Background: an optimization exercise with open tools, aiming at a short achievable clock period and few clock cycles. Do not read the settings as production practice. Function was checked by simulation only, so behaviour that the tests miss may differ from the original. No activity file was given, so power comes from the tool's default toggle rates.

[flow/config.mk]
export PLATFORM = sky130hd
export DESIGN_NAME = rv32i_cpu
export DESIGN_NICKNAME = rv32i_cpu
export VERILOG_FILES = /design/flow/design.v
export SDC_FILE = /design/flow/constraint.sdc
export NUM_CORES = 4
export LEC_CHECK = 0
export ABC_CLOCK_PERIOD_IN_PS = 2500
export CAP_MARGIN = 20
export CORE_MARGIN = 2
export CORE_UTILIZATION = 40
export SETUP_SLACK_MARGIN = 5
export SLEW_MARGIN = 20
[flow/constraint.sdc]
create_clock -name core_clock -period 8.0 [get_ports {clk}]
set_input_delay 1.6000 -clock core_clock [delete_from_list [all_inputs] [get_ports {clk}]]
set_output_delay 1.6000 -clock core_clock [all_outputs]
set_load 0.01 [all_outputs]
[flow/design.v]
`timescale 1ns / 1ps
module rv32i_cpu (
    input  wire        clk,
    input  wire        reset,
    output wire [31:0] imem_addr,
    input  wire [31:0] imem_rdata,
    output wire [31:0] dmem_addr,
    output wire [31:0] dmem_wdata,
    output wire        dmem_we,
    output wire [3:0]  dmem_be,
    input  wire [31:0] dmem_rdata
);
    reg  [29:0] pa, pt;
    wire [29:0] pc = pa | pt;
    reg         f_valid;
    reg  [29:0] f_pc;
    reg  [31:0] f_ins;
    reg  [29:0] f_pc1;                             
    reg  [10:0] f_tbl;                             
    reg         f_lxhit;                           
    reg         f_r, f_i, f_ld, f_st, f_br, f_jal, f_jalr, f_lui, f_auipc;
    reg         f_use1, f_use2, f_brs2, f_wr;
    reg         lx_valid;
    reg  [7:0]  lx_pc;
    reg         e_wr, e_ld, e_st;                  
    reg         e_beq;                             
    reg         e_jalu;                            
    reg         e_blt;                             
    reg         e_jalr;                            
    reg  [3:0]  e_rd;
    reg  [31:0] e_a, e_b, e_bx, e_sd, e_pass;      
    reg         r_sum, r_xor, r_or, r_and, r_sll, r_sr, r_slt, r_sltu, r_pass;
    reg         e_sub, e_sra;
    reg  [2:0]  e_f3;
    reg         e_pred;                            
    reg         e_k;                               
    reg         e_addi;                            
    reg  [31:0] e_nimm;                            
    reg  [31:0] e_nimm2;                           
    reg         e_d_m;                             
    reg  [31:0] e_sa;                              
    reg  [4:0]  e_sh;                              
    reg  [29:0] e_alt;                             
    reg         m_wr, m_we, m_mis;                 
    reg         m_ld, m_jalr;
    reg  [3:0]  m_rd;
    reg  [31:0] m_res;
    reg  [29:0] m_alt;
    reg  [29:0] m_tgt;                             
    reg  [2:0]  m_f3;
    reg  [3:0]  m_be;
    reg  [31:0] m_wdata;
    reg         w_wr;
    reg  [3:0]  w_rd;
    reg  [31:0] w_val;
    reg  [31:0] rf [0:15];
    reg  [15:0] rfv;
    wire        stall;
    wire        id_redirect;
    wire        id_redir0;                         
    wire [29:0] id_target;
    wire        ex_redirect;
    wire [29:0] ex_target;
    wire        mem_redirect = m_mis;
    wire [29:0] mem_target   = m_jalr ? m_tgt : m_alt;
    wire [31:0] fi = imem_rdata;
    wire fi_br  = (fi[6:0] == 7'b1100011);
    wire fi_jal = (fi[6:0] == 7'b1101111);
    wire [7:0]  blo  = {fi[29:25], fi[11:9]};
    wire [8:0]  bsum = {1'b0, pc[7:0]} + {1'b0, blo};
    wire lx_hit = lx_valid & (pc[7:0] == lx_pc);
    wire take_bb = fi_br & fi[31] & fi[30] & fi[7] & bsum[8] & ~lx_hit;
    wire same_rs = (fi[18:15] == fi[23:20]);
    wire f3_eqge = (fi[14:12] == 3'b000) | (fi[14:12] == 3'b101) | (fi[14:12] == 3'b111);
    wire take_bf = fi_br & ~fi[31] & ~fi[30] & ~fi[7] & ~bsum[8] & same_rs & f3_eqge;
    wire take_b = take_bb | take_bf;
    wire [7:0]  jlo  = fi[29:22];
    wire [8:0]  jsum = {1'b0, pc[7:0]} + {1'b0, jlo};
    wire j_short = (fi[30] == fi[31]) & (fi[20] == fi[31]) & (fi[19:12] == {8{fi[31]}});
    wire take_j = fi_jal & j_short & (jsum[8] == fi[31]);
    wire take   = take_b | take_j;
    wire [29:0] pc_inc   = pc + 30'd1;
    wire [29:0] fi_bw    = {{20{fi[31]}}, fi[7], fi[30:25], fi[11:9]};
    wire [29:0] fi_jw    = {{12{fi[31]}}, fi[19:12], fi[20], fi[30:22]};
    wire [29:0] t_bj     = {pc[29:8], fi_jal ? jsum[7:0] : bsum[7:0]};
    wire        ex_go   = ex_redirect & ~mem_redirect;
    wire        seq      = ~mem_redirect & ~id_redir0 & ~stall;
    wire        hold     = ~mem_redirect & ~id_redir0 & stall;
    wire [29:0] pa_other = mem_redirect ? mem_target : id_redir0 ? id_target : pa;
    wire        s_inc    = ~ex_go & seq & ~take;
    wire        s_tgt    = ~ex_go & seq &  take;
    wire        s_oth    = ~ex_go & ~seq;
    wire        s_hold   = ~ex_go & hold;
    wire [29:0] pa_next  = ({30{ex_go}} & ex_target) | ({30{s_inc}} & pc_inc) |
                           ({30{s_oth}} & pa_other);
    wire [29:0] pt_next  = ({30{s_tgt}} & t_bj) | ({30{s_hold}} & pt);
    assign imem_addr = {pc, 2'b00};
    always @(posedge clk or posedge reset) begin
        if (reset) begin
            pa <= 30'd0;
            pt <= 30'd0;
        end else begin
            pa <= pa_next;
            pt <= pt_next;
        end
    end
    always @(posedge clk or posedge reset) begin
        if (reset)
            f_valid <= 1'b0;
        else
            f_valid <= ~ex_go & ~mem_redirect & ~id_redir0 & (f_valid | ~stall);
    end
    wire fd_r     = (fi[6:0] == 7'b0110011);
    wire fd_i     = (fi[6:0] == 7'b0010011);
    wire fd_ld    = (fi[6:0] == 7'b0000011);
    wire fd_st    = (fi[6:0] == 7'b0100011);
    wire fd_jal   = (fi[6:0] == 7'b1101111);
    wire fd_jalr  = (fi[6:0] == 7'b1100111);
    wire fd_lui   = (fi[6:0] == 7'b0110111);
    wire fd_auipc = (fi[6:0] == 7'b0010111);
    always @(posedge clk) begin
        if (!stall) begin
            f_pc     <= pc;
            f_pc1    <= pc_inc;
            f_tbl    <= {1'b0, pc[9:0]} + {1'b0, fi_bw[9:0]};
            f_lxhit  <= lx_hit;
            f_ins    <= fi;
            f_r      <= fd_r;
            f_i      <= fd_i;
            f_ld     <= fd_ld;
            f_st     <= fd_st;
            f_br     <= fi_br;
            f_jal    <= fd_jal;
            f_jalr   <= fd_jalr;
            f_lui    <= fd_lui;
            f_auipc  <= fd_auipc;
            f_use1   <= fd_r | fd_i | fd_ld | fd_st | fi_br | fd_jalr;
            f_use2   <= fd_r | fd_st | fi_br;
            f_brs2   <= fd_r | fi_br;
            f_wr     <= (fd_r | fd_i | fd_ld | fd_jal | fd_jalr | fd_lui | fd_auipc) &
                        (fi[10:7] != 4'd0);
        end
    end
    wire [2:0] f3  = f_ins[14:12];
    wire [3:0] rd  = f_ins[10:7];
    wire [3:0] rs1 = f_ins[18:15];
    wire [3:0] rs2 = f_ins[23:20];
    wire [31:0] imm_i  = {{20{f_ins[31]}}, f_ins[31:20]};
    wire [29:0] imm_jw = {{12{f_ins[31]}}, f_ins[19:12], f_ins[20], f_ins[30:22]};
    wire [31:0] imm_s  = {{20{f_ins[31]}}, f_ins[31:25], f_ins[11:7]};
    wire [29:0] pc_p1  = f_pc1;
    wire [19:0] pc_up  = f_pc[29:10] + f_ins[31:12];
    wire [31:0] d_pass = f_lui   ? {f_ins[31:12], 12'b0} :
                         f_auipc ? {pc_up, f_pc[9:0], 2'b00} : {pc_p1, 2'b00};
    wire [8:0]  d_bsum  = {1'b0, f_pc[7:0]} + {1'b0, f_ins[29:25], f_ins[11:9]};
    wire        f_bpred = (f_br & f_ins[31] & f_ins[30] & f_ins[7] & d_bsum[8] & ~f_lxhit) |
                          (f_br & ~f_ins[31] & ~f_ins[30] & ~f_ins[7] & ~d_bsum[8] &
                           (f_ins[18:15] == f_ins[23:20]) &
                           ((f3 == 3'b000) | (f3 == 3'b101) | (f3 == 3'b111)));
    wire [8:0]  d_jsum  = {1'b0, f_pc[7:0]} + {1'b0, f_ins[29:22]};
    wire        d_jshort = (f_ins[30] == f_ins[31]) & (f_ins[20] == f_ins[31]) &
                           (f_ins[19:12] == {8{f_ins[31]}});
    wire        f_jpred = d_jshort & (d_jsum[8] == f_ins[31]);
    wire [19:0] tb_hi  = (f_tbl[10] == f_ins[31]) ? f_pc[29:10] :
                         f_tbl[10] ? (f_pc[29:10] + 20'd1) : (f_pc[29:10] - 20'd1);
    wire [29:0] alt_b  = {tb_hi, f_tbl[9:0]};
    wire j_fuse = f_jalr & e_wr & (e_rd == rs1) & r_pass;
    wire [31:0] j_sum = e_pass + imm_i;
    wire z_fuse = f_br & ~f3[2] & (rs2 == 4'd0) & e_wr & (e_rd == rs1) & e_addi;
    wire z_zero = (e_a == e_nimm);
    wire z_taken = z_zero ^ f3[0];
    wire z_mis  = z_fuse & (z_taken ^ f_bpred);
    wire j_mis  = f_jal & ~f_jpred;                
    assign id_redir0   = f_valid & (j_fuse | z_mis) & ~mem_redirect;
    assign id_redirect = id_redir0 & ~ex_redirect;
    assign id_target   =                          j_fuse ? j_sum[31:2] :
                         z_taken ? alt_b : pc_p1;
    wire d_pred = z_fuse ? z_taken : f_bpred;
    wire lx_set = f_valid & z_fuse & f3[0] & z_taken & (e_a == e_nimm2) &
                  ~mem_redirect & ~ex_redirect;
    always @(posedge clk or posedge reset) begin
        if (reset)
            lx_valid <= 1'b0;
        else if (lx_set)
            lx_valid <= 1'b1;
        else if (lx_hit & ~stall)
            lx_valid <= 1'b0;
    end
    always @(posedge clk) begin
        if (lx_set)
            lx_pc <= f_pc[7:0];
    end
    wire [29:0] d_alt  = f_jal ? (f_pc + imm_jw) : d_pred ? pc_p1 : alt_b;
    reg  [31:0] ld_val;
    wire [31:0] mem_val = m_ld ? ld_val : m_res;
    wire [31:0] rf1 = (rs1 != 4'd0 && rfv[rs1]) ? rf[rs1] : 32'd0;
    wire [31:0] rf2 = (rs2 != 4'd0 && rfv[rs2]) ? rf[rs2] : 32'd0;
    wire a_mem = m_wr & (m_rd == rs1);
    wire a_wb  = w_wr & (w_rd == rs1);
    wire b_mem = m_wr & (m_rd == rs2);
    wire b_wb  = w_wr & (w_rd == rs2);
    wire [31:0] d_v1 = a_mem ? mem_val : (a_wb ? w_val : rf1);
    wire [31:0] d_v2 = b_mem ? mem_val : (b_wb ? w_val : rf2);
    wire [31:0] d_b   = f_brs2 ? d_v2 : (f_st ? imm_s : imm_i);
    wire        d_sub = (f_r & f_ins[30] & f3 == 3'b000) |
                        ((f_r | f_i) & f3[2:1] == 2'b01) | f_br;
    wire d_shift = (f_r | f_i) & (f3[1:0] == 2'b01);
    wire a_ex = e_wr & (e_rd == rs1);
    wire b_ex = e_wr & (e_rd == rs2) & f_brs2;
    wire d_ex = e_wr & (e_rd == rs2);
    assign stall = f_valid & e_ld & ((f_use1 & (e_rd == rs1)) | (f_use2 & (e_rd == rs2)));
    wire kill = mem_redirect | ex_redirect | stall | ~f_valid;
    always @(posedge clk or posedge reset) begin
        if (reset) begin
            e_wr   <= 1'b0;
            e_ld   <= 1'b0;
            e_st   <= 1'b0;
            e_beq  <= 1'b0;
            e_jalu <= 1'b0;
            e_blt  <= 1'b0;
            e_jalr <= 1'b0;
        end else begin
            e_wr   <= f_wr & ~kill;
            e_ld   <= f_ld & f_wr & ~kill;
            e_st   <= f_st & ~kill;
            e_beq  <= f_br & ~f3[2] & ~kill;
            e_jalu <= j_mis & ~kill;
            e_blt  <= f_br & f3[2] & ~kill;
            e_jalr <= f_jalr & ~j_fuse & ~kill;
        end
    end
    wire [31:0] sum;
    wire [31:0] res_o;                             
    wire a_s  = a_ex & r_sum;
    wire a_o  = a_ex & ~r_sum;
    wire b_s  = b_ex & r_sum;
    wire b_o  = b_ex & ~r_sum;
    always @(posedge clk) begin
        e_rd   <= rd;
        e_a    <= ({32{a_s}} & sum) | ({32{a_o}} & res_o) | ({32{~a_ex}} & d_v1);
        e_b    <= ({32{b_s}} & sum) | ({32{b_o}} & res_o) | ({32{~b_ex}} & d_b);
        e_bx   <= ({32{b_s & ~d_sub}} & sum) | ({32{b_s & d_sub}} & ~sum) |
                  ({32{b_o}} & (res_o ^ {32{d_sub}})) |
                  ({32{~b_ex}} & (d_b ^ {32{d_sub}}));
        e_sd   <= d_v2;
        if (d_shift) begin
            e_sa <= ({32{a_s}} & sum) | ({32{a_o}} & res_o) | ({32{~a_ex}} & d_v1);
            e_sh <= ({5{b_s}} & sum[4:0]) | ({5{b_o}} & res_o[4:0]) | ({5{~b_ex}} & d_b[4:0]);
        end
        e_d_m  <= d_ex;
        e_pass <= d_pass;
        r_sum  <= ((f_r | f_i) & f3 == 3'b000) | f_ld | f_st;
        r_sll  <= (f_r | f_i) & f3 == 3'b001;
        r_slt  <= (f_r | f_i) & f3 == 3'b010;
        r_sltu <= (f_r | f_i) & f3 == 3'b011;
        r_xor  <= (f_r | f_i) & f3 == 3'b100;
        r_sr   <= (f_r | f_i) & f3 == 3'b101;
        r_or   <= (f_r | f_i) & f3 == 3'b110;
        r_and  <= (f_r | f_i) & f3 == 3'b111;
        r_pass <= f_jal | f_jalr | f_lui | f_auipc;
        e_sub  <= d_sub;
        e_sra  <= f_ins[30];
        e_f3   <= f3;
        e_pred <= d_pred;
        e_k    <= f3[0] ^ d_pred;
        e_alt  <= d_alt;
        e_addi <= f_i & (f3 == 3'b000);
        e_nimm <= 32'd0 - imm_i;
        e_nimm2 <= 32'd0 - {imm_i[30:0], 1'b0};
    end
    wire [31:0] A  = e_a;
    wire [31:0] B  = e_b;
    wire [31:0] SD = e_d_m ? m_res : e_sd;      
    wire [32:0] ad  = {1'b0, A} + {1'b0, e_bx} + {32'd0, e_sub};
    assign sum = ad[31:0];
    wire ltu = ~ad[32];
    wire lt  = (A[31] ^ B[31]) ? A[31] : ad[31];
    wire eq  = (A == B);
    wire [4:0]  sh   = e_sh;
    wire [31:0] sll  = e_sa << sh;
    wire [32:0] sra_in = {e_sra & e_sa[31], e_sa};
    wire [32:0] sr33 = $signed(sra_in) >>> sh;
    wire [31:0] sr   = sr33[31:0];
    assign res_o = ({32{r_xor}}  & (A ^ B))
                 | ({32{r_or}}   & (A | B))
                 | ({32{r_and}}  & (A & B))
                 | ({32{r_sll}}  & sll)
                 | ({32{r_sr}}   & sr)
                 | ({32{r_slt}}  & {31'd0, lt})
                 | ({32{r_sltu}} & {31'd0, ltu})
                 | ({32{r_pass}} & e_pass);
    assign ex_redirect = (e_beq & (eq ^ e_k)) | e_jalu;
    assign ex_target   = e_alt;
    wire blt_taken = (e_f3[1] ? ltu : lt) ^ e_f3[0];
    wire ex_mis    = e_jalr | (e_blt & (blt_taken ^ e_pred));
    reg [3:0]  st_be;
    reg [31:0] st_data;
    always @(*) begin
        case (e_f3[1:0])
            2'b00: begin
                st_data = {4{SD[7:0]}};
                st_be   = 4'b0001 << sum[1:0];
            end
            2'b01: begin
                st_data = {2{SD[15:0]}};
                st_be   = sum[1] ? 4'b1100 : 4'b0011;
            end
            default: begin
                st_data = SD;
                st_be   = 4'b1111;
            end
        endcase
    end
    always @(posedge clk or posedge reset) begin
        if (reset) begin
            m_wr  <= 1'b0;
            m_we  <= 1'b0;
            m_mis <= 1'b0;
        end else begin
            m_wr  <= e_wr & ~mem_redirect;
            m_we  <= e_st & ~mem_redirect;
            m_mis <= ex_mis & ~mem_redirect;
        end
    end
    always @(posedge clk) begin
        m_ld    <= e_ld;
        m_jalr  <= e_jalr;
        m_rd    <= e_rd;
        m_res   <= r_sum ? sum : res_o;
        m_alt   <= e_alt;
        m_tgt   <= sum[31:2];
        m_f3    <= e_f3;
        m_be    <= st_be;
        m_wdata <= st_data;
    end
    assign dmem_addr  = m_res;
    assign dmem_wdata = m_wdata;
    assign dmem_we    = m_we;
    assign dmem_be    = m_be;
    always @(*) begin
        case (m_f3[1:0])
            2'b00: begin
                case (m_res[1:0])
                    2'b00: ld_val = {{24{~m_f3[2] & dmem_rdata[7]}},  dmem_rdata[7:0]};
                    2'b01: ld_val = {{24{~m_f3[2] & dmem_rdata[15]}}, dmem_rdata[15:8]};
                    2'b10: ld_val = {{24{~m_f3[2] & dmem_rdata[23]}}, dmem_rdata[23:16]};
                    default: ld_val = {{24{~m_f3[2] & dmem_rdata[31]}}, dmem_rdata[31:24]};
                endcase
            end
            2'b01: begin
                if (m_res[1])
                    ld_val = {{16{~m_f3[2] & dmem_rdata[31]}}, dmem_rdata[31:16]};
                else
                    ld_val = {{16{~m_f3[2] & dmem_rdata[15]}}, dmem_rdata[15:0]};
            end
            default: ld_val = dmem_rdata;
        endcase
    end
    always @(posedge clk or posedge reset) begin
        if (reset)
            w_wr <= 1'b0;
        else
            w_wr <= m_wr;
    end
    always @(posedge clk) begin
        w_rd  <= m_rd;
        w_val <= mem_val;
    end
    always @(posedge clk or posedge reset) begin
        if (reset)
            rfv <= 16'd0;
        else if (w_wr)
            rfv[w_rd] <= 1'b1;
    end
    always @(posedge clk) begin
        if (w_wr)
            rf[w_rd] <= w_val;
    end
endmodule
[flow/run.sh]
#!/bin/bash
# synth_recipe.tcl (not shown) runs the flow's synth.tcl, then flattens the netlist and writes it again
# the make line also repeats each setting of config.mk as NAME=value (left out here)
make -C /OpenROAD-flow-scripts/flow DESIGN_CONFIG=/design/flow/config.mk WORK_HOME=/design/flow/orfs CLKGATE_MAP_FILE= SYNTH_SCRIPT=/design/flow/synth_recipe.tcl finish
==> metrics.md, run 1 <==
| Metric | Value |
|---|---|
| Setup CP Type | in -> reg |
| Main combinational cell family by area after synthesis | multiplexers |
| EDFF count, synth | 667 |
| Max capacitance violation total | 0 |
| Clock transition at path regs | 0.06 ns |
| Drt via density | 6.263 |
| P&R area growth vs syn | 30.18% |
| Status | finished clean |
| Initial DRC Count | 6,115 |
| Starting Density | 40.23% |
| RSZ-0062 raised after global routing | true |
| Die ar. | 157,900 um^2 |
| Switching Fraction | 34.18% |
| Tightest Hold Check Type | reg -> reg |
| XOR/XNOR Fraction of Synth Area | 3.635% |
| Die height | 397.4 um |
| Internal Pwr Total | 13,500 uW |
| Layout Nets | 6,070 |
| Syn Std Cell Area | 61,900 um^2 |
| Period utilisation layout | 44.60% |
| P_leak | 0.03051 uW |
| DRT antenna net count | 0 |
| Vias | 49,760 |
| Hold-fix buffers, CTS | 0 |
| WL/cell | 31.26 um |
| Area fraction in compound gates after synthesis | 12.64% |
| Cell area power density | 254.6 nW/um^2 |
| Worst Path Arrival | 4.23 ns |
| F_max | 280.3 MHz |
| # rows | 144 |
| Post-synthesis sequential area ratio | 49.02% |
| Layout cells sized above 1 | 35.30% |
| Residual DRC | 0 |
| Syn Inst Count | 5,211 |
| Netlist cell types | 87 |
| Synth Area in Adders | 4.403% |
| Clock sink count | 1,160 |
| Tmin final | 3.568 ns |
| Longest Clk Path Bufs | 3 |
| Clock Tree Root | clkbuf_16 |
| Dominant cell type by area after synthesis | edfxtp_1 |
| Top area cells in the synthesized netlist | edfxtp_1 (32%), mux4_2 (13%), dfxtp_1 (13%) |
| Die width | 397.4 um |
| Worst Path Max Fanout | 7 |
| Max-slew violations | 0 |
| Clk Latency, worst-skew pair | 0.82 ns |
| Synth Area in Simple Gates | 8.965% |
| Routability cong. | 1.026 |
| YS warnings | 1 |
| Worst setup EP type | flop |
| Synth top area share | 32.36% |
| Number of iterations in the first detailed-routing pass | 8 |
| Clock power share | 29.8% |
| Setup TNS Final | 0 ns |
| Mux cell area share after synthesis | 17.94% |
| CP required | 8.66 ns |
| Setup-failing EPs final | 0 |
| Sw Pwr | 7011 uW |
| Pin count of the biggest net entering global routing | 65 |
| CTS tree | done |
| Syn Area/Cell | 11.88 um^2 |
| Final hold violations | 0 |
| First-pass GRT wire length | 345,400 um |
| Clock Skew | 0.05933 ns |
| Number of CTS-inserted buffers | 132 |
| # fillers | 12,830 |
| Vias in the first global route | 47,920 |
| H-Tree Depth | 4 |
| #FFs+latches synth | 1,160 |
| Worst rel slew slack | 13.05% |
| Hold WS | 0.3426 ns |
| Final wirelength | 248,300 um |
| Startpoint Class | input port |
| Peak supply drop | 0.2274 mV |
| Comb power frac | 32.8% |
| Port Buffers | 164 |
| Ys async rst share | 7.672% |
| Io pins | 167 |
| Primary FF master, synth | edfxtp_1 |
| Core area | 153,900 um^2 |
| DPL Wire Length | 158,200 um |
| GR Overflow Total | 0 |
| Antenna violations before repair | 8 |
| Slew @ Worst Pin | 1.296 ns |
| Part of the power in registers | 37.4% |
| Gr usage total | 30.31% |
[cells in the final DEF, fill, tap and decap left out, types with 29 or more instances in the layout]
cell type,netlist,routed
a21o_1,67,64
a21oi_1,313,222
a21oi_2,0,72
a22o_1,37,37
and3_1,61,40
buf_12,0,59
buf_2,37,32
buf_4,2,382
buf_6,0,141
clkbuf_1,236,40
clkbuf_16,0,146
clkdlybuf4s50_1,0,41
dfrtp_1,89,85
dfxtp_1,404,334
dfxtp_2,0,29
dfxtp_4,0,41
edfxtp_1,667,667
ha_1,205,162
ha_4,0,34
inv_1,221,182
mux2_2,81,69
mux2i_1,206,176
mux4_2,361,363
nand2_1,386,351
nand2b_1,38,32
nand3_1,67,59
nand4_1,29,29
nor2_1,321,273
nor2b_1,43,38
nor3_1,81,61
o211ai_1,72,72
o21a_1,44,39
o21ai_0,279,143
o21ai_1,10,70
o21ai_2,0,50
xnor2_1,177,155
xor2_1,78,67
[metal layers]
| metal | vias up | GRT usage, % | wire, um |
|---|---|---|---|
| li1 | 21040 | - | - |
| met1 | 24880 | 38.36 | 90460 |
| met2 | 3076 | 47.46 | 113300 |
| met3 | 765 | 7.004 | 26850 |
| met4 | 2 | 17.96 | 17720 |
| met5 | - | 0 | 14 |
[path summary, 6_finish.rpt]
kind | start | end | slack (ns) | cells past startpoint
setup reg to reg | f_ins[29]$_DFFE_PN_ | pa[9]$_DFF_PP0_ | 4.45 | 16
hold / removal | e_f3[2]$_DFF_P_ | m_f3[2]$_DFF_P_ | 0.34 | 0
hold reg to reg | e_f3[2]$_DFF_P_ | m_f3[2]$_DFF_P_ | 0.34 | 0
setup / recovery | imem_rdata[25] | pa[9]$_DFF_PP0_ | 4.43 | 16
min in group asynchronous | reset | pt[1]$_DFF_PP0_ | 1.25 | 2
max in group asynchronous | reset | pa[29]$_DFF_PP0_ | 5.33 | 3
[synthesized netlist by cell type (all sizes together), types with 89 or more instances]
| cell | count |
|---|---|
| dfxtp | 404 |
| a21oi | 313 |
| clkbuf | 236 |
| dfrtp | 89 |
| inv | 223 |
| mux2i | 206 |
| ha | 205 |
| nand2 | 386 |
| xnor2 | 178 |
| o21ai | 289 |
| edfxtp | 667 |
| nor2 | 321 |
| mux4 | 361 |
[power by group through the flow]
stage / combinational, uW / sequential [uW] / clock, uW
detailed placement: 4900 / 7750 / 0
floorplan: 3430 / 7400 / 0
finish: 6730 / 7670 / 6110
global route: 7120 / 7700 / 6420
CTS: 6070 / 7640 / 6160
global placement: 4860 / 7750 / 0
[repair_timing]
| action | CTS | global route |
|---|---|---|
| setup endpoints to repair | 542 | 312 |
| pin swaps | 223 | 169 |
| gates cloned | 31 | 11 |
| buffers inserted | 322 | 132 |
| gates resized for setup | 1245 | 399 |
[flip-flops by register name (all words and copies together) (netlist names), 25 cells and up, named ones only]
signal   count
m_alt       30
rf         512
e_bx        32
f_pc1       30
e_a         32
pt          30
f_pc        30
e_pass      30
f_ins       25
m_res       32
e_alt       30
pa          30
e_b         32
w_val       32
e_sd        32
m_tgt       30
e_sa        32
m_wdata     32
[kinds of logic (layout without fill, tap and decap cells)]
logic type               after synthesis  count (layout)
AO/OA/AOI/OAI                       1205            1205
XOR/XNOR                             256             256
adder cells (fa/ha/maj)              213             213
buffers and inverters                544            1220
flip-flops                          1160            1160
multiplexers                         648             650
other                                  1               9
AND/OR/NAND/NOR                     1184            1187
[layout make-up]
type	instances	area [um^2]	share of cell area (%)
timing repair buffer	757	8093	10.04
antenna	7	17.52	0.02174
inverter	227	938.4	1.165
multi-input combinational	3513	34080	42.30
sequential	1160	30540	37.90
tap	2044	2557	3.174
clock inverter	54	713.2	0.8851
clock buffer	182	3636	4.512
[critical path, cell delays in order]
cell,delay [ns]
clkdlybuf4s15_2,0.22
ha_4,0.18
a21o_1,0.18
a21oi_2,0.21
o21ai_2,0.10
a31o_4,0.26
nor3_2,0.21
o21ai_2,0.09
o211ai_1,0.18
buf_4,0.19
nor3_4,0.05
buf_6,0.13
buf_12,0.13
buf_16,0.15
a221oi_4,0.24
o21ai_1,0.10
[stage by stage]
stage | total power (uW) | area, um^2 | util, % | setup slack [ns] | instances
after floorplan | 10820 | 62550 | - | 4.128 | 5212
after global placement | 12610 | 66400 | 43.15 | 2.361 | 7205
after detailed placement | 12650 | 66400 | 43.15 | 2.344 | 7205
after CTS | 19870 | 77490 | 50.36 | 4.497 | 7794
after global routing | 21240 | 80560 | 52.36 | 4.333 | 7937
final | 20510 | 80580 | 52.37 | 4.432 | 7944
Testbench counts, summed over its fixed seeds: cycles 55,046.
==> run 2, diff against run 1 <==
--- a/flow/design.v
+++ b/flow/design.v
@@ -235,17 +235,37 @@
     wire a_o  = a_ex & ~r_sum;
     wire b_s  = b_ex & r_sum;
     wire b_o  = b_ex & ~r_sum;
+    wire [31:0] A, B;                              
+    wire [32:0] ad;                                
+    wire [31:0] fa_d  = ({32{a_s}} & sum) | ({32{a_o}} & res_o) | ({32{~a_ex}} & d_v1);
+    wire [31:0] fb_d  = ({32{b_s}} & sum) | ({32{b_o}} & res_o) | ({32{~b_ex}} & d_b);
+    wire [31:0] fbx_d = ({32{b_s & ~d_sub}} & sum) | ({32{b_s & d_sub}} & ~sum) |
+                        ({32{b_o}} & (res_o ^ {32{d_sub}})) |
+                        ({32{~b_ex}} & (d_b ^ {32{d_sub}}));
+    wire [31:0] fm_d  = r_sum ? sum : res_o;
+    wire c_x   = A[31] ^ B[31];                    
+    wire c_lt  = r_slt & ~c_x;                     
+    wire c_lta = r_slt & c_x & A[31];              
+    wire c_o   = ~r_sum & ~r_slt & ~r_sltu;
+    wire fa0  = (a_ex & r_sum & ad[0]) | (a_ex & c_lt & ad[31]) | (a_ex & r_sltu & ~ad[32]) |
+                (a_ex & c_lta) | (a_ex & c_o & res_o[0]) | (~a_ex & d_v1[0]);
+    wire fb0  = (b_ex & r_sum & ad[0]) | (b_ex & c_lt & ad[31]) | (b_ex & r_sltu & ~ad[32]) |
+                (b_ex & c_lta) | (b_ex & c_o & res_o[0]) | (~b_ex & d_b[0]);
+    wire fbx0 = (b_ex & r_sum & ~d_sub & ad[0]) | (b_ex & r_sum & d_sub & ~ad[0]) |
+                (b_ex & c_lt & ~d_sub & ad[31]) | (b_ex & c_lt & d_sub & ~ad[31]) |
+                (b_ex & r_sltu & ~d_sub & ~ad[32]) | (b_ex & r_sltu & d_sub & ad[32]) |
+                (b_ex & r_slt & c_x & (A[31] ^ d_sub)) |
+                (b_ex & c_o & (res_o[0] ^ d_sub)) | (~b_ex & (d_b[0] ^ d_sub));
+    wire fm0  = (r_sum & ad[0]) | (c_lt & ad[31]) | (r_sltu & ~ad[32]) | c_lta | (c_o & res_o[0]);
     always @(posedge clk) begin
         e_rd   <= rd;
-        e_a    <= ({32{a_s}} & sum) | ({32{a_o}} & res_o) | ({32{~a_ex}} & d_v1);
-        e_b    <= ({32{b_s}} & sum) | ({32{b_o}} & res_o) | ({32{~b_ex}} & d_b);
-        e_bx   <= ({32{b_s & ~d_sub}} & sum) | ({32{b_s & d_sub}} & ~sum) |
-                  ({32{b_o}} & (res_o ^ {32{d_sub}})) |
-                  ({32{~b_ex}} & (d_b ^ {32{d_sub}}));
+        e_a    <= {fa_d[31:1], fa0};
+        e_b    <= {fb_d[31:1], fb0};
+        e_bx   <= {fbx_d[31:1], fbx0};
         e_sd   <= d_v2;
         if (d_shift) begin
-            e_sa <= ({32{a_s}} & sum) | ({32{a_o}} & res_o) | ({32{~a_ex}} & d_v1);
-            e_sh <= ({5{b_s}} & sum[4:0]) | ({5{b_o}} & res_o[4:0]) | ({5{~b_ex}} & d_b[4:0]);
+            e_sa <= {fa_d[31:1], fa0};
+            e_sh <= {fb_d[4:1], fb0};
         end
         e_d_m  <= d_ex;
         e_pass <= d_pass;
@@ -268,10 +288,10 @@
         e_nimm <= 32'd0 - imm_i;
         e_nimm2 <= 32'd0 - {imm_i[30:0], 1'b0};
     end
-    wire [31:0] A  = e_a;
-    wire [31:0] B  = e_b;
+    assign A = e_a;
+    assign B = e_b;
     wire [31:0] SD = e_d_m ? m_res : e_sd;      
-    wire [32:0] ad  = {1'b0, A} + {1'b0, e_bx} + {32'd0, e_sub};
+    assign ad = {1'b0, A} + {1'b0, e_bx} + {32'd0, e_sub};
     assign sum = ad[31:0];
     wire ltu = ~ad[32];
     wire lt  = (A[31] ^ B[31]) ? A[31] : ad[31];
@@ -286,8 +306,6 @@
                  | ({32{r_and}}  & (A & B))
                  | ({32{r_sll}}  & sll)
                  | ({32{r_sr}}   & sr)
-                 | ({32{r_slt}}  & {31'd0, lt})
-                 | ({32{r_sltu}} & {31'd0, ltu})
                  | ({32{r_pass}} & e_pass);
     assign ex_redirect = (e_beq & (eq ^ e_k)) | e_jalu;
     assign ex_target   = e_alt;
@@ -326,7 +344,7 @@
         m_ld    <= e_ld;
         m_jalr  <= e_jalr;
         m_rd    <= e_rd;
-        m_res   <= r_sum ? sum : res_o;
+        m_res   <= {fm_d[31:1], fm0};
         m_alt   <= e_alt;
         m_tgt   <= sum[31:2];
         m_f3    <= e_f3;
==> run 2 against run 1 <==
Register-to-register slack about the same; clock skew decreased by 0.019 ns; setup slack got worse by 0.021 ns; critical path depth increased by 3; sequential power increased by 0.7%; non-clock buffer count increased by 127; fmax decreased by 0.58%; critical endpoint is now pt[11]$_DFF_PP0_; design area increased by 2.7%; still clean; core utilization increased by 1.4 points; highest routed layer unchanged; sequential share of layout area decreased by 0.99 points.
==> metrics.md, run 2 <==
| Metric | Value |
|---|---|
| Top area cells in the synthesized netlist | edfxtp_1 (32%), mux4_2 (14%), dfxtp_1 (13%) |
| Setup-failing EPs final | 0 (unchanged) |
| Vias in the first global route | 48,670 (+1.6%) |
| Period utilisation layout | 44.86% (+0.26 points) |
| Die height | 397.7 um (about the same) |
| Setup TNS Final | 0 ns (unchanged) |
| YS warnings | 1 (unchanged) |
| Clock transition at path regs | 0.06 ns (about the same) |
| Netlist cell types | 95 (+9.2%) |
| Clk Latency, worst-skew pair | 0.79 ns (-0.03 ns) |
| Layout cells sized above 1 | 38.81% (+3.5 points) |
| Main combinational cell family by area after synthesis | multiplexers |
| Status | finished clean |
| Crit path max-delay family | buffers and inverters |
| Final hold violations | 0 (unchanged) |
| CTS tree | done |
| Layout Nets | 6,118 (+0.79%) |
| Die width | 397.7 um (about the same) |
| Ys async rst share | 7.672% (unchanged) |
| RSZ-0062 raised after global routing | true |
| F_max | 278.6 MHz (-0.58%) |
| Critical path, cell by cell | buf_8 > ha_4 > inv_2 > fa_2 > nor2b_1 > o21ai_1 > a21boi_1 > o21ai_1 > a21oi_1 > xnor2_1 > a32oi_2 > buf_4 > nor4b_4 > buf_6 > buf_12 > nor2_4 > buf_6 > buf_6 > nor2_2 |
| Critical path's largest stage delay | 0.34 ns (+0.08 ns) |
| Fin util | 53.74% (+1.4 points) |
| P_leak | 0.03138 uW (+2.9%) |
| #FFs+latches synth | 1,160 (unchanged) |
| Dominant cell type by area after synthesis | edfxtp_1 |
| Final Power | 21,100 uW (+2.9%) |
| Drt via density | 6.281 (+0.27%) |
| XOR/XNOR Fraction of Synth Area | 3.753% (+0.12 points) |
| Residual DRC | 0 (unchanged) |
| Synth top area share | 32.30% (-0.059 points) |
| Core area | 154,000 um^2 (+0.12%) |
| CP required | 8.71 ns (+0.05 ns) |
| # rows | 144 (unchanged) |
| Syn Std Cell Area | 62,010 um^2 (+0.18%) |
| Vias | 50,190 (+0.87%) |
| DPL Wire Length | 156,800 um (-0.90%) |
| R2r endpoint | pt[11]$_DFF_PP0_ |
| DRT antenna net count | 0 (unchanged) |
| Max capacitance violation total | 0 (unchanged) |
| Initial DRC Count | 6,682 (+9.3%) |
| Worst setup startpoint | imem_rdata[22] |
| Post-synthesis sequential area ratio | 48.93% (-0.090 points) |
| Worst rel slew slack | 23.08% (+10 points) |
| Worst setup EP type | flop |
| Port Buffers | 164 (unchanged) |
| Longest Clk Path Bufs | 3 (unchanged) |
| Slew @ Worst Pin | 1.153 ns (-0.1427 ns) |
| Synth Area in Adders | 4.395% (-0.0081 points) |
| Number of iterations in the first detailed-routing pass | 9 (+1) |
| Final Cell Area | 82,780 um^2 (+2.7%) |
| Hold-fix buffers, CTS | 0 (unchanged) |
| Final wirelength | 251,900 um (+1.4%) |
| EDFF count, synth | 667 (unchanged) |
| Max-slew violations | 0 (unchanged) |
| R2R setup slack | 4.45 ns (about the same) |
| Pin count of the biggest net entering global routing | 73 (+12%) |
| Primary FF master, synth | edfxtp_1 |
| Reg-to-Reg Start | pt[0]$_DFF_PP0_ |
| Synth Area in Simple Gates | 8.670% (-0.29 points) |
| Area fraction in compound gates after synthesis | 12.52% (-0.12 points) |
| Buf/Inv on CP | 7 (+2) |
| Syn Inst Count | 5,143 (-1.3%) |
| WL/cell | 31.52 um (+0.82%) |
| Worst Path Arrival | 4.30 ns (+0.07 ns) |
| Max FFs per register | 512 (unchanged) |
| Starting Density | 40.25% (about the same) |
| Hold WS | 0.3371 ns (-0.005488 ns) |
| Max stage delay cell, worst path | fa_2 |
| Syn Area/Cell | 12.06 um^2 (+1.5%) |
| CP most frequent cell | buf_6 |
| Startpoint Class | input port |
| Routability cong. | 1.029 (+0.31%) |
| Post-synth top cells | edfxtp_1 (667), dfxtp_1 (404), mux4_2 (399) |
| First-pass GRT wire length | 349,300 um (+1.1%) |
| FF-to-FF path depth | 21 (+5) |
| Most numerous cell in the Yosys netlist | edfxtp_1 |
| Critical Path Sink | pt[11]$_DFF_PP0_ |
| Crit path depth | 19 (+3) |
| Io pins | 167 (unchanged) |
| Cell area power density | 254.9 nW/um^2 (+0.13%) |
| P&R area growth vs syn | 33.49% |
| Hold_sp | e_f3[2]$_DFF_P_ |
| Tmin final | 3.589 ns (+0.02078 ns) |
| Gr usage total | 30.61% (+0.29 points) |
| Antenna violations before repair | 15 (+7) |
| Peak supply drop | 0.2084 mV (-8.4%) |
| Number of CTS-inserted buffers | 133 (+0.76%) |
| Clock Skew | 0.04015 ns (-0.01918 ns) |
| Setup CP Type | in -> reg |
| Instance area at placement | 66,450 um^2 (about the same) |
| Clock Tree Root | clkbuf_16 |
| Clock sink count | 1,160 (unchanged) |
| Most frequent cells in the layout | edfxtp_1 (667), buf_4 (430), mux4_2 (399) |
| Worst Path Max Fanout | 5 (-2) |
| GR Overflow Total | 0 (unchanged) |
| Die ar. | 158,200 um^2 (+0.18%) |
| H-Tree Depth | 4 (unchanged) |
| Commonest non-fill, non-tap cell in the layout | edfxtp_1 |
| Reg with most FFs | rf |
| Mux cell area share after synthesis | 18.12% (+0.18 points) |
| Tightest Hold Check Type | reg -> reg |
-- run 2: worst min-delay path by stage --
stage	to	slack, ns	depth (start not counted)
3_3_place_gp	m_f3[2]$_DFF_P_	0.32	0
5_1_grt	m_f3[2]$_DFF_P_	0.35	0
3_5_place_dp	m_f3[2]$_DFF_P_	0.31	0
6_report	m_f3[2]$_DFF_P_	0.34	0
4_1_cts	m_f3[2]$_DFF_P_	0.34	0
2_1_floorplan	m_f3[2]$_DFF_P_	0.31	0
-- run 2: cell type report --
| cell class | instances | area, um^2 |
|---|---|---|
| sequential | 1160 | 30560 |
| timing repair buffer | 884 | 9634 |
| multi-input combinational | 3432 | 34630 |
| antenna | 3 | 7.507 |
| fill | 12560 | 71270 |
| tap | 2044 | 2557 |
| clock inverter | 65 | 780.7 |
| clock buffer | 175 | 3664 |
| timing repair inverter | 3 | 20.02 |
| inverter | 225 | 928.4 |
-- run 2: routing by layer --
layer,up-vias,GRT usage (%),wire length [um]
met4,14,18.04,18500
li1,21100,-,-
met1,25240,38.78,92970
met3,795,7.413,25470
met2,3039,47.68,114800
met5,-,0,103
-- run 2: kinds of logic after synthesis --
logic type,Yosys count
AO/OA/AOI/OAI,1196
XOR/XNOR,264
adder cells (fa/ha/maj),213
buffers and inverters,554
flip-flops,1160
multiplexers,615
other,1
AND/OR/NAND/NOR,1140
-- run 2: per-stage QoR --
| stage | instances | setup WS, ns |
|---|---|---|
| 6_report | 7991 | 4.411 |
| 5_1_grt | 7989 | 4.342 |
| 4_1_cts | 7823 | 4.552 |
| 3_5_place_dp | 7121 | 2.583 |
| 3_3_place_gp | 7121 | 2.625 |
| 2_1_floorplan | 5144 | 4.075 |
-- run 2: power by group --
part	total [uW]	switching (uW)	internal, uW	leakage [uW]
Sequential	7720	717	7000	0.0109
Combinational	7130	3820	3300	0.0183
Clock	6260	2640	3620	0.00216
Total	21100	7180	13900	0.0314
-- run 2: timing repair --
action	CTS	global route
buffers inserted	423	152
pin swaps	290	231
gates cloned	39	13
setup endpoints to repair	499	309
resized for setup	1383	425
Testbench counts of run 2, summed over its fixed seeds: cycles 55,046.
==> run 3, diff against run 2 <==
--- a/flow/design.v
+++ b/flow/design.v
@@ -10,8 +10,10 @@
     output wire [3:0]  dmem_be,
     input  wire [31:0] dmem_rdata
 );
-    reg  [29:0] pa, pt;
-    wire [29:0] pc = pa | pt;
+    reg  [29:0] pa;
+    reg  [7:0]  pt;
+    wire [29:0] pc = {pa[29:8], pa[7:0] | pt};
+    wire        c8 = &pc[7:0];
     reg         f_valid;
     reg  [29:0] f_pc;
     reg  [31:0] f_ins;
@@ -78,27 +80,29 @@
     wire [8:0]  jsum = {1'b0, pc[7:0]} + {1'b0, jlo};
     wire j_short = (fi[30] == fi[31]) & (fi[20] == fi[31]) & (fi[19:12] == {8{fi[31]}});
     wire take_j = fi_jal & j_short & (jsum[8] == fi[31]);
-    wire take   = take_b | take_j;
+    wire take   = (take_b | take_j) & ~c8;
     wire [29:0] pc_inc   = pc + 30'd1;
     wire [29:0] fi_bw    = {{20{fi[31]}}, fi[7], fi[30:25], fi[11:9]};
     wire [29:0] fi_jw    = {{12{fi[31]}}, fi[19:12], fi[20], fi[30:22]};
-    wire [29:0] t_bj     = {pc[29:8], fi_jal ? jsum[7:0] : bsum[7:0]};
+    wire [7:0]  t_lo     = fi_jal ? jsum[7:0] : bsum[7:0];
     wire        ex_go   = ex_redirect & ~mem_redirect;
     wire        seq      = ~mem_redirect & ~id_redir0 & ~stall;
     wire        hold     = ~mem_redirect & ~id_redir0 & stall;
     wire [29:0] pa_other = mem_redirect ? mem_target : id_redir0 ? id_target : pa;
-    wire        s_inc    = ~ex_go & seq & ~take;
+    wire        s_inc    = ~ex_go & seq & ~take;   
     wire        s_tgt    = ~ex_go & seq &  take;
     wire        s_oth    = ~ex_go & ~seq;
     wire        s_hold   = ~ex_go & hold;
-    wire [29:0] pa_next  = ({30{ex_go}} & ex_target) | ({30{s_inc}} & pc_inc) |
-                           ({30{s_oth}} & pa_other);
-    wire [29:0] pt_next  = ({30{s_tgt}} & t_bj) | ({30{s_hold}} & pt);
+    wire [21:0] pa_hi_next = ex_go ? ex_target[29:8] : seq ? pc_inc[29:8] : pa_other[29:8];
+    wire [7:0]  pa_lo_next = ({8{ex_go}} & ex_target[7:0]) | ({8{s_inc}} & pc_inc[7:0]) |
+                             ({8{s_oth}} & pa_other[7:0]);
+    wire [29:0] pa_next  = {pa_hi_next, pa_lo_next};
+    wire [7:0]  pt_next  = ({8{s_tgt}} & t_lo) | ({8{s_hold}} & pt);
     assign imem_addr = {pc, 2'b00};
     always @(posedge clk or posedge reset) begin
         if (reset) begin
             pa <= 30'd0;
-            pt <= 30'd0;
+            pt <= 8'd0;
         end else begin
             pa <= pa_next;
             pt <= pt_next;
@@ -153,14 +157,15 @@
     wire [31:0] d_pass = f_lui   ? {f_ins[31:12], 12'b0} :
                          f_auipc ? {pc_up, f_pc[9:0], 2'b00} : {pc_p1, 2'b00};
     wire [8:0]  d_bsum  = {1'b0, f_pc[7:0]} + {1'b0, f_ins[29:25], f_ins[11:9]};
-    wire        f_bpred = (f_br & f_ins[31] & f_ins[30] & f_ins[7] & d_bsum[8] & ~f_lxhit) |
+    wire        f_c8    = &f_pc[7:0];
+    wire        f_bpred = ~f_c8 & ((f_br & f_ins[31] & f_ins[30] & f_ins[7] & d_bsum[8] & ~f_lxhit) |
                           (f_br & ~f_ins[31] & ~f_ins[30] & ~f_ins[7] & ~d_bsum[8] &
                            (f_ins[18:15] == f_ins[23:20]) &
-                           ((f3 == 3'b000) | (f3 == 3'b101) | (f3 == 3'b111)));
+                           ((f3 == 3'b000) | (f3 == 3'b101) | (f3 == 3'b111))));
     wire [8:0]  d_jsum  = {1'b0, f_pc[7:0]} + {1'b0, f_ins[29:22]};
     wire        d_jshort = (f_ins[30] == f_ins[31]) & (f_ins[20] == f_ins[31]) &
                            (f_ins[19:12] == {8{f_ins[31]}});
-    wire        f_jpred = d_jshort & (d_jsum[8] == f_ins[31]);
+    wire        f_jpred = ~f_c8 & d_jshort & (d_jsum[8] == f_ins[31]);
     wire [19:0] tb_hi  = (f_tbl[10] == f_ins[31]) ? f_pc[29:10] :
                          f_tbl[10] ? (f_pc[29:10] + 20'd1) : (f_pc[29:10] - 20'd1);
     wire [29:0] alt_b  = {tb_hi, f_tbl[9:0]};
==> run 3 against run 2 <==
Still clean on timing, DRC and antenna; setup slack lost 0.031 ns; count of clock-buffer cells in the layout shrank 11; die area shrank 1.8%; sequential power shrank 2%; sequential share of layout area grew 1.8 points; global-route usage shrank 1.2 points; total power shrank 3.8%; critical endpoint is now e_sa[28]$_DFFE_PP_; largest cell class unchanged; largest power group unchanged.
==> metrics.md, run 3 <==
| Metric | Value |
|---|---|
| Status | finished clean |
| Max-slew violations | 0 (unchanged) |
| Primary FF master, synth | edfxtp_1 |
| Syn Std Cell Area | 60,860 um^2 (-1.9%) |
| Worst rel slew slack | 24.68% (+1.6 points) |
| P_leak | 0.02881 uW (-8.2%) |
| RSZ-0062 raised after global routing | true |
| Final Power | 20,300 uW (-3.8%) |
| Post-synth top cells | edfxtp_1 (667), dfxtp_1 (404), mux4_2 (399) |
| Initial DRC Count | 6,112 (-8.5%) |
| Core area | 151,500 um^2 (-1.6%) |
| Final Non-Filler Cells | 7,640 (-4.4%) |
| Layout cells sized above 1 | 34.75% (-4.1 points) |
| Metal2 WL | 109,400 um (-4.7%) |
| Max capacitance violation total | 0 (unchanged) |
| # fillers | 12,860 (+2.4%) |
| Die ar. | 155,300 um^2 (-1.8%) |
| Ys async rst share | 5.888% (-1.8 points) |
| Reg with most FFs | rf |
| Max FFs per register | 512 (unchanged) |
| Tmin final | 3.620 ns (+0.03124 ns) |
| Instance area at placement | 65,310 um^2 (-1.7%) |
| Slew @ Worst Pin | 1.126 ns (-0.02724 ns) |
| Internal Pwr Total | 13,360 uW (-4.1%) |
| Startpoint Class | flop |
| Peak supply drop | 0.2637 mV (+27%) |
| Part of the power in registers | 37.4% (+0.8 points) |
| Switching Fraction | 34.22% (+0.21 points) |
| P&R area growth vs syn | 27.58% |
| Routability cong. | 0.9736 (-5.4%) |
| Dpl cells | 6,986 (-1.9%) |
| Die width | 394.1 um (-0.93%) |
| Clock transition at path regs | 0.06 ns (about the same) |
| Comb power frac | 33.5% (-0.3 points) |
| Residual DRC | 0 (unchanged) |
| CTS tree | done |
| Setup-failing EPs final | 0 (unchanged) |
| Metal3 WL | 23,250 um (-8.7%) |
| #FFs+latches synth | 1,138 (-1.9%) |
| Synth top area share | 32.91% (+0.61 points) |
| Sw Pwr | 6948 uW (-3.2%) |
| First-pass GRT wire length | 332,500 um (-4.8%) |
| Number of iterations in the first detailed-routing pass | 6 (-3) |
| Dominant cell type by area after synthesis | edfxtp_1 |
| Io pins | 167 (unchanged) |
| Clock power share | 29.1% (-0.5 points) |
| Max stage delay cell, worst path | fa_2 |
| Setup TNS Final | 0 ns (unchanged) |
| Cell area power density | 261.5 nW/um^2 (+2.6%) |
| Hold-fix buffers, CTS | 0 (unchanged) |
| Worst Path Max Fanout | 5 (unchanged) |
| DRT antenna net count | 0 (unchanged) |
| EDFF count, synth | 667 (unchanged) |
| Syn Inst Count | 5,021 (-2.4%) |
| Final Cell Area | 77,640 um^2 (-6.2%) |
| Gr usage total | 29.37% (-1.2 points) |
| Clock Skew | 0.07607 ns (+0.03592 ns) |
| CP required | 8.50 ns (-0.21 ns) |
| Worst setup EP type | flop |
| Vias in the first global route | 46,420 (-4.6%) |
| Tightest Hold Check Type | reg -> reg |
| DPL Wire Length | 155,700 um (-0.66%) |
| Period utilisation layout | 45.25% (+0.39 points) |
| Most numerous cell in the Yosys netlist | edfxtp_1 |
| Setup CP Type | reg -> reg |
| Critical path, cell by cell | fa_2 > buf_4 > inv_2 > fa_2 > nor2b_2 > o31a_1 > o21ai_4 > a21oi_4 > o21ai_4 > buf_6 > o22ai_4 > nor3_4 > nor2_4 > o21a_2 > a21o_4 |
| GR Overflow Total | 0 (unchanged) |
| Drt via density | 6.278 (about the same) |
| # rows | 143 (-0.69%) |
| Final hold violations | 0 (unchanged) |
| Worst Path Arrival | 4.12 ns (-0.18 ns) |
| Port Buffers | 164 (unchanged) |
| Antenna violations before repair | 13 (-2) |
| Top area cells in the synthesized netlist | edfxtp_1 (33%), mux4_2 (15%), dfxtp_1 (13%) |
| Post-synthesis sequential area ratio | 48.96% (about the same) |
| Number of CTS-inserted buffers | 121 (-9.0%) |
| Layout Nets | 5,775 (-5.6%) |
| Vias | 47,960 (-4.4%) |
| Top layer in use | met5 |
| Most frequent cells in the layout | edfxtp_1 (667), mux4_2 (399), buf_4 (358) |
| F_max | 276.2 MHz (-0.86%) |
| Netlist cell types | 84 (-12%) |
| Syn Area/Cell | 12.12 um^2 (+0.52%) |
| YS warnings | 1 (unchanged) |
| WL/cell | 31.01 um (-1.6%) |
| Commonest non-fill, non-tap cell in the layout | edfxtp_1 |
| Die height | 394.1 um (-0.93%) |
| Pin count of the biggest net entering global routing | 70 (-4.1%) |
| Starting Density | 40.16% (-0.097 points) |
| Final wirelength | 236,900 um (-5.9%) |
| H-Tree Depth | 3 (-1) |
| WL met1 | 89,050 um (-4.2%) |
| Critical path's largest stage delay | 0.42 ns (+0.08 ns) |
| Clk Latency, worst-skew pair | 0.80 ns (about the same) |
| Longest Clk Path Bufs | 3 (unchanged) |
| Clock sink count | 1,138 (-1.9%) |
| Clock Tree Root | clkbuf_16 |
run 3: cell types whose count changed in the layout (fill, tap and decap cells not counted), sizes merged, moves of 22 or more:
cell / delta
a31oi: +29
mux2: -28
buf: -200
nor2: -30
a22oi: -31
inv: -36
dfrtp: -22
o21ai: -38
run 3: cell families (layout without fill, tap and decap cells):
logic type	after synthesis	count (layout)	synth area share, %
other	1	7	0.006162
multiplexers	604	604	18.23
XOR/XNOR	263	263	3.785
buffers and inverters	516	1096	3.386
AO/OA/AOI/OAI	1136	1137	12.18
flip-flops	1138	1138	48.96
AND/OR/NAND/NOR	1150	1152	8.981
adder cells (fa/ha/maj)	213	213	4.478
run 3: layout make-up:
class,count,area [um^2],area share (%)
inverters,188,753.2,0.9702
flip-flops and latches,1138,30060,38.71
repair buffers,676,6638,8.549
clock buffers,164,3438,4.429
multi-input cells,3371,33430,43.06
diodes,5,12.51,0.01612
well taps,2030,2540,3.271
clock inverters,68,769.5,0.9911
run 3: worst paths after layout:
kind	startpoint	to	slack, ns	cells after the start
min in group asynchronous	reset	m_mis$_DFF_PP0_	1.27	2
max in group asynchronous	reset	pa[22]$_DFFE_PP0P_	5.54	3
worst max register to register	e_sub$_DFF_P_	e_sa[28]$_DFFE_PP_	4.38	15
worst max-delay path	e_sub$_DFF_P_	e_sa[28]$_DFFE_PP_	4.38	15
worst min register to register	e_f3[2]$_DFF_P_	m_f3[2]$_DFF_P_	0.33	0
worst min-delay path	e_f3[2]$_DFF_P_	m_f3[2]$_DFF_P_	0.33	0
run 3: stage by stage:
step | hold WS, ns | utilization (%) | setup WS [ns]
2_1_floorplan | 0.3096 | - | 3.993
3_3_place_gp | 0.3137 | 43.08 | 2.969
3_5_place_dp | 0.3261 | 43.10 | 2.873
4_1_cts | 0.3343 | 49.84 | 4.561
5_1_grt | 0.3363 | 51.22 | 4.334
6_report | 0.3311 | 51.23 | 4.380
run 3: power groups by stage:
stage               Sequential (uW)  Combinational (uW)  Clock (uW)
finish                         7590                6810        5900
global placement               7740                4710           0
global route                   7620                7170        6180
detailed placement             7740                4760           0
CTS                            7570                6050        5950
floorplan                      7320                3390           0
run 3: per-layer routing:
layer,vias up,track usage [%]
li1,20220,-
met1,24310,37.68
met2,2800,46.52
met3,625,6.324
met4,8,15.88
met5,-,0
run 3: critical path, delay by kind of cell (launching register included):
| kind | cells | cell delay (ns) |
|---|---|---|
| flip-flops | 1 | 0.32 |
| AND/OR/NAND/NOR | 3 | 0.40 |
| buffers and inverters | 3 | 0.36 |
| AO/OA/AOI/OAI | 7 | 1.63 |
| adder cells (fa/ha/maj) | 2 | 0.63 |
run 3: repair_timing:
action,4_1_cts,5_1_grt
gates cloned,15,5
hold endpoints to repair,0,0
pin swaps,216,189
gates resized for setup,1165,267
endpoints found under the setup margin,530,331
buffers inserted,298,99
Testbench counts of run 3, summed over its fixed seeds: cycles 55,047.
==> run 4, diff against run 3 <==
--- a/flow/config.mk
+++ b/flow/config.mk
@@ -9,5 +9,5 @@
 export CAP_MARGIN = 20
 export CORE_MARGIN = 2
 export CORE_UTILIZATION = 40
-export SETUP_SLACK_MARGIN = 5
+export SETUP_SLACK_MARGIN = 4.6
 export SLEW_MARGIN = 20
==> run 4 against run 3 <==
Register-to-register slack improved by 0.05 ns; clock skew decreased by 0.0022 ns; cell count decreased by 2.8%; via count decreased by 3.4%; critical endpoint is now e_bx[5]$_DFF_P_; largest cell class unchanged; highest routed layer unchanged.
==> metrics.md, run 4 <==
| Metric | Value |
|---|---|
| Status | finished clean |
| Vias in the first global route | 45,320 (-2.4%) |
| Hold WS | 0.3286 ns (-0.002449 ns) |
| F_max | 280.1 MHz (+1.4%) |
| Max-slew violations | 0 (unchanged) |
| Port Buffers | 164 (unchanged) |
| Hold depth | 0 (unchanged) |
| Post-synthesis sequential area ratio | 48.96% (unchanged) |
| Syn Inst Count | 5,021 (unchanged) |
| Reg with most FFs | rf |
| Max FFs per register | 512 (unchanged) |
| Worst Path Arrival | 4.22 ns (+0.10 ns) |
| Core area | 151,500 um^2 (unchanged) |
| Number of iterations in the first detailed-routing pass | 8 (+2) |
| Clock Tree Root | clkbuf_16 |
| Initial DRC Count | 6,022 (-1.5%) |
| Gr usage total | 28.41% (-0.96 points) |
| Number of CTS-inserted buffers | 132 (+9.1%) |
| DPL Wire Length | 154,300 um (-0.94%) |
| FF-to-FF path depth | 10 (-5) |
| GR Overflow Total | 0 (unchanged) |
| Clk Latency, worst-skew pair | 0.81 ns (about the same) |
| Final hold violations | 0 (unchanged) |
| Layout cells sized above 1 | 24.81% (-9.9 points) |
| Commonest non-fill, non-tap cell in the layout | edfxtp_1 |
| Clock transition at path regs | 0.06 ns (about the same) |
| Drt via density | 6.237 (-0.66%) |
| Netlist cell types | 84 (unchanged) |
| EDFF count, synth | 667 (unchanged) |
| H-Tree Depth | 4 (+1) |
| R2r endpoint | e_bx[5]$_DFF_P_ |
| Slew @ Worst Pin | 1.075 ns (-0.05056 ns) |
| R2R setup slack | 4.43 ns (+0.05 ns) |
| Clock sink count | 1,138 (unchanged) |
| P_leak | 0.02696 uW (-6.4%) |
| CTS tree | done |
| Setup-failing EPs final | 0 (unchanged) |
| Cell area power density | 260.7 nW/um^2 (-0.31%) |
| Die height | 394.1 um (unchanged) |
| DRT antenna net count | 0 (unchanged) |
| Primary FF master, synth | edfxtp_1 |
| Die width | 394.1 um (unchanged) |
| Hold_sp | e_f3[2]$_DFF_P_ |
| # rows | 143 (unchanged) |
| Max stage delay cell, worst path | o211ai_1 |
| Hold Path Sink | m_f3[2]$_DFF_P_ |
| Setup CP Type | reg -> reg |
| Setup WS pre-CTS | 3.128 ns (+0.2546 ns) |
| Critical path, cell by cell | buf_12 > buf_12 > mux4_2 > mux4_2 > o211ai_1 > o2bb2ai_2 > inv_1 > mux2_4 > mux2_4 > xnor2_1 |
| Starting Density | 40.16% (unchanged) |
| Reg-to-Reg Start | e_sh[0]$_DFFE_PP_ |
| Setup TNS Final | 0 ns (unchanged) |
| First-pass GRT wire length | 322,000 um (-3.2%) |
| Routability cong. | 1.029 (+5.7%) |
| Setup slack after layout | 4.429 ns (+0.04943 ns) |
| WL/cell | 30.51 um (-1.6%) |
| Io pins | 167 (unchanged) |
| Antenna violations before repair | 16 (+3) |
| Tightest Hold Check Type | reg -> reg |
| #FFs+latches synth | 1,138 (unchanged) |
| P&R area growth vs syn | 19.63% |
| Ys async rst share | 5.888% (unchanged) |
| Period utilisation layout | 44.63% (-0.62 points) |
| Syn Std Cell Area | 60,860 um^2 (unchanged) |
| Layout Nets | 5,559 (-3.7%) |
| Pin count of the biggest net entering global routing | 72 (+2.9%) |
| Worst Path Max Fanout | 6 (+1) |
| Most frequent cells in the layout | edfxtp_1 (667), mux4_2 (399), nand2_1 (352) |
| Vias | 46,320 (-3.4%) |
| Dominant cell type by area after synthesis | edfxtp_1 |
| Syn Area/Cell | 12.12 um^2 (unchanged) |
| Residual DRC | 0 (unchanged) |
| Worst rel slew slack | 28.23% (+3.6 points) |
| Max capacitance violation total | 0 (unchanged) |
| Post-synth top cells | edfxtp_1 (667), dfxtp_1 (404), mux4_2 (399) |
| Peak supply drop | 0.2227 mV (-16%) |
| Clock Skew | 0.07390 ns (-0.002167 ns) |
| CP required | 8.65 ns (+0.15 ns) |
| Critical path's largest stage delay | 0.65 ns (+0.23 ns) |
| Hold-fix buffers, CTS | 0 (unchanged) |
| Die ar. | 155,300 um^2 (unchanged) |
| Longest Clk Path Bufs | 3 (unchanged) |
| Final wirelength | 226,600 um (-4.4%) |
| Most numerous cell in the Yosys netlist | edfxtp_1 |
| YS warnings | 1 (unchanged) |
| Worst setup EP type | flop |
| Synth top area share | 32.91% (unchanged) |
| Tmin final | 3.571 ns (-0.04943 ns) |
| Top area cells in the synthesized netlist | edfxtp_1 (33%), mux4_2 (15%), dfxtp_1 (13%) |
| Startpoint Class | flop |
| RSZ-0062 raised after global routing | true |
[run 4: cell counts after synthesis]
Identical to the previous run, type by type.
[run 4: worst max-delay path, delay by kind of cell, from the launching register on]
family	cells	cell delay, ns
AO/OA/AOI/OAI	2	0.88
multiplexers	4	1.66
buffers and inverters	3	0.40
XOR/XNOR	1	0.12
flip-flops	1	0.37
[run 4: how the worst max path moves through the flow]
stage                         from                  to  cells after the start
2_1_floorplan       imem_rdata[22]     pa[5]$_DFF_PP0_                     14
3_3_place_gp        imem_rdata[22]     pt[6]$_DFF_PP0_                     14
3_5_place_dp        imem_rdata[22]     pt[6]$_DFF_PP0_                     14
4_1_cts          e_sh[0]$_DFFE_PP_     e_bx[5]$_DFF_P_                     10
5_1_grt        f_ins[17]$_DFFE_PN_  e_pass[31]$_DFF_P_                     13
6_report         e_sh[0]$_DFFE_PP_     e_bx[5]$_DFF_P_                     10
[run 4: power by group]
group	switching, uW	total (uW)	internal (uW)	leakage, uW
Combinational	3030	5380	2350	0.0142
Sequential	688	7570	6880	0.0106
Clock	2640	6030	3390	0.00212
[run 4: metrics by stage]
step	power (uW)	area (um^2)	cells	utilization, %
finish	18980	72800	7427	48.04
floorplan	10570	60940	5022	-
CTS	18680	71200	7344	46.98
global placement	12200	64680	6993	42.68
detailed placement	12240	64680	6993	42.68
global route	19720	72780	7420	48.03
[run 4: cell families (layout without fill, tap and decap cells)]
group	after synthesis	after routing	share of synthesized area, %
compound gates	1136	1136	12.18
buf+inv	516	883	3.386
flops	1138	1138	48.96
xor+xnor	263	263	3.785
simple gates	1150	1150	8.981
fa+ha+maj	213	213	4.478
other cells	1	10	0.006162
mux	604	604	18.23
[run 4: what timing repair did]
item                                    in CTS  in global routing
gates cloned                                 4                  4
resized for setup                          408                222
endpoints found under the setup margin     400                129
pin swaps                                   53                 95
setup buffers                              104                 71
hold endpoints to repair                     0                  0
[run 4: layout make-up]
cell class                      instances  area (um^2)
Tap cell                             2030         2540
Clock inverter                         68        660.6
Clock buffer                          175         3675
Fill cell                           13400        78740
Timing Repair Buffer                  452         4429
Antenna cell                            8        20.02
Inverter                              188        750.7
Sequential cell                      1138        29950
Multi-Input combinational cell       3368        30780
[run 4: per-layer routing]
layer	part of all wire [%]	global-route usage [%]	vias to the layer above
met5	0.031	0	-
met4	6.0	15.41	10
met3	9.4	5.357	602
met2	47	45.25	2608
met1	38	36.68	23290
li1	-	-	19810
==> run 5, diff against run 4 <==
--- a/flow/design.v
+++ b/flow/design.v
@@ -268,10 +268,8 @@
         e_b    <= {fb_d[31:1], fb0};
         e_bx   <= {fbx_d[31:1], fbx0};
         e_sd   <= d_v2;
-        if (d_shift) begin
-            e_sa <= {fa_d[31:1], fa0};
-            e_sh <= {fb_d[4:1], fb0};
-        end
+        e_sa   <= {fa_d[31:1], fa0} & {32{d_shift}};
+        e_sh   <= {fb_d[4:1], fb0} & {5{d_shift}};
         e_d_m  <= d_ex;
         e_pass <= d_pass;
         r_sum  <= ((f_r | f_i) & f3 == 3'b000) | f_ld | f_st;
==> run 5 against run 4 <==
Still clean; count of clock-buffer cells in the layout down 15; synthesized cell count up 2.6%; sequential power down 2%; die area down 0.18%; global-route usage up 1.0 points; clock power about the same; worst hold slack better by 0.0070 ns; sequential share of layout area down 0.49 points; core utilization up 0.093 points; via count up 1.4%; largest power group unchanged.
==> metrics.md, run 5 <==
| Metric | Value |
|---|---|
| CTS tree | done |
| Worst Path Max Fanout | 8 (+2) |
| Hold WS | 0.3357 ns (+0.007039 ns) |
| Slew @ Worst Pin | 1.144 ns (+0.06902 ns) |
| Period utilisation layout | 44.17% (-0.46 points) |
| Switching Fraction | 32.72% (-0.81 points) |
| Vias in the first global route | 45,120 (-0.45%) |
| #FFs+latches synth | 1,138 (unchanged) |
| Top area cells in the synthesized netlist | edfxtp_1 (31%), dfxtp_1 (15%), mux4_2 (14%) |
| Layout Nets | 5,678 (+2.1%) |
| Max FFs per register | 512 (unchanged) |
| Dpl cells | 7,119 (+1.8%) |
| P_leak | 0.02659 uW (-1.4%) |
| Reg with most FFs | rf |
| Routability cong. | 1.018 (-1.1%) |
| Mux cell area share after synthesis | 17.67% (-0.56 points) |
| Commonest non-fill, non-tap cell in the layout | edfxtp_1 |
| Critical path, cell by cell | nand4_1 > o21ai_0 > nor4_2 > mux2i_4 > or4b_4 > a31o_4 > buf_12 > a211oi_1 > a21oi_1 > a221o_1 |
| XOR/XNOR Fraction of Synth Area | 3.792% (+0.0071 points) |
| FF-to-FF path depth | 10 (unchanged) |
| Post-synth top cells | edfxtp_1 (630), dfxtp_1 (441), mux4_2 (390) |
| WL/cell | 31.50 um (+3.3%) |
| Status | finished clean |
| Hold-fix buffers, CTS | 0 (unchanged) |
| EDFF count, synth | 630 (-5.5%) |
| Antenna violations before repair | 24 (+8) |
| Clock transition at path regs | 0.06 ns (about the same) |
| Worst rel slew slack | 23.73% (-4.5 points) |
| Gr usage total | 29.46% (+1.0 points) |
| Drt via density | 6.224 (-0.20%) |
| Number of iterations in the first detailed-routing pass | 7 (-1) |
| Main combinational cell family by area after synthesis | multiplexers |
| YS warnings | 1 (unchanged) |
| Dominant cell type by area after synthesis | edfxtp_1 |
| Cell area power density | 253.9 nW/um^2 (-2.6%) |
| Netlist cell types | 91 (+8.3%) |
| Clock sink count | 1,138 (unchanged) |
| Starting Density | 40.13% (about the same) |
| Hold Path Sink | m_f3[2]$_DFF_P_ |
| Syn Std Cell Area | 60,740 um^2 (-0.19%) |
| Sw Pwr | 6052 uW (-4.9%) |
| Pin count of the biggest net entering global routing | 68 (-5.6%) |
| Core area | 151,400 um^2 (-0.12%) |
| Setup CP Type | reg -> reg |
| Area fraction in compound gates after synthesis | 12.35% (+0.17 points) |
| Clock Skew | 0.1016 ns (+0.02772 ns) |
| Startpoint Class | flop |
| Fin util | 48.13% (+0.093 points) |
| Setup-failing EPs final | 0 (unchanged) |
==> run 5: cell types whose count changed after synthesis, moves of 20 or more <==
cell | previous run | this run
nor2b_1 | 35 | 55
dfxtp_1 | 404 | 441
o211ai_1 | 52 | 79
a21oi_1 | 303 | 348
edfxtp_1 | 667 | 630
a21o_1 | 91 | 59
nor2_1 | 326 | 366
o21ai_0 | 241 | 311
nor3b_1 | 43 | 74
nand2_1 | 360 | 388
==> run 5: cell type report <==
type / count / area [um^2] / share of cell area [%]
Multi-Input combinational cell: 3504 / 31430 / 43.14
Sequential cell: 1138 / 29620 / 40.65
Timing Repair Buffer: 451 / 4264 / 5.853
Clock buffer: 160 / 3338 / 4.582
Tap cell: 2030 / 2540 / 3.486
Clock inverter: 70 / 914.6 / 1.255
Inverter: 183 / 732.0 / 1.005
Antenna cell: 7 / 17.52 / 0.02404
Timing Repair inverter: 1 / 5.005 / 0.006869
==> run 5: power groups by stage <==
stage / sequential (uW) / clock, uW / combinational (uW)
after floorplan: 7190 / 0 / 2910
after global placement: 7570 / 0 / 4090
after detailed placement: 7560 / 0 / 4110
after CTS: 7420 / 6060 / 4610
after global routing: 7470 / 6290 / 5380
final: 7440 / 6010 / 5040
==> run 5: timing repair <==
action,4_1_cts,5_1_grt
setup endpoints to repair,461,153
pin swaps,71,106
setup buffers,120,57
gates cloned,7,4
resized for setup,471,230
==> run 5: cells by family after synthesis <==
family                     Yosys count
and+or+nand+nor                   1251
AOI/OAI and AO/OA                 1191
DFF                               1138
muxes                              580
buffers and inverters              513
xor gates and xnor gates           263
adders and majority gates          213
other                                1
==> run 5: stage by stage <==
stage,instance area [um^2],setup slack [ns]
6_report,72860,4.466
5_1_grt,72840,4.386
4_1_cts,71380,4.490
3_5_place_dp,64510,3.008
3_3_place_gp,64500,3.080
2_1_floorplan,60800,4.167
==> run 5: per-layer routing <==
metal  share of wire [%]  vias to the layer above  track usage (%)
li1                    -                    20110                -
met1                  39                    23620            39.06
met2                  46                     2649            45.89
met3                 9.7                      560            5.961
met4                 5.8                       18            14.91
met5               0.053                        -                0
==> run 5: worst max-delay path by stage <==
stage | start | to | slack (ns)
4_1_cts | f_ins[13]$_DFFE_PN_ | pa[27]$_DFFE_PP0P_ | 4.49
2_1_floorplan | imem_rdata[9] | pt[1]$_DFF_PP0_ | 4.17
5_1_grt | f_ins[27]$_DFFE_PN_ | pa[10]$_DFFE_PP0P_ | 4.39
3_3_place_gp | dmem_rdata[23] | e_sa[25]$_DFF_P_ | 3.08
3_5_place_dp | imem_rdata[22] | pt[3]$_DFF_PP0_ | 3.01
6_report | f_pc[4]$_DFFE_PN_ | pa[5]$_DFF_PP0_ | 4.47
==> run 5: critical path: cells and delay by family, from the launching register on <==
family          cells  cell delay (ns)
flops               1             0.52
compound gates      5             1.19
simple gates        3             1.34
buf+inv             1             0.16
mux                 1             0.19
Testbench counts of run 5, summed over its fixed seeds: cycles 55,047.

Re-timed with assumed drivers on the ports (clkbuf_16 on the clock, buf_2 on other inputs), run 5 has 4.466 ns of setup slack against 4.466 ns with ideal ports, and 3.777 ns once port delays also move by the mid clock arrival of 0.869 ns.
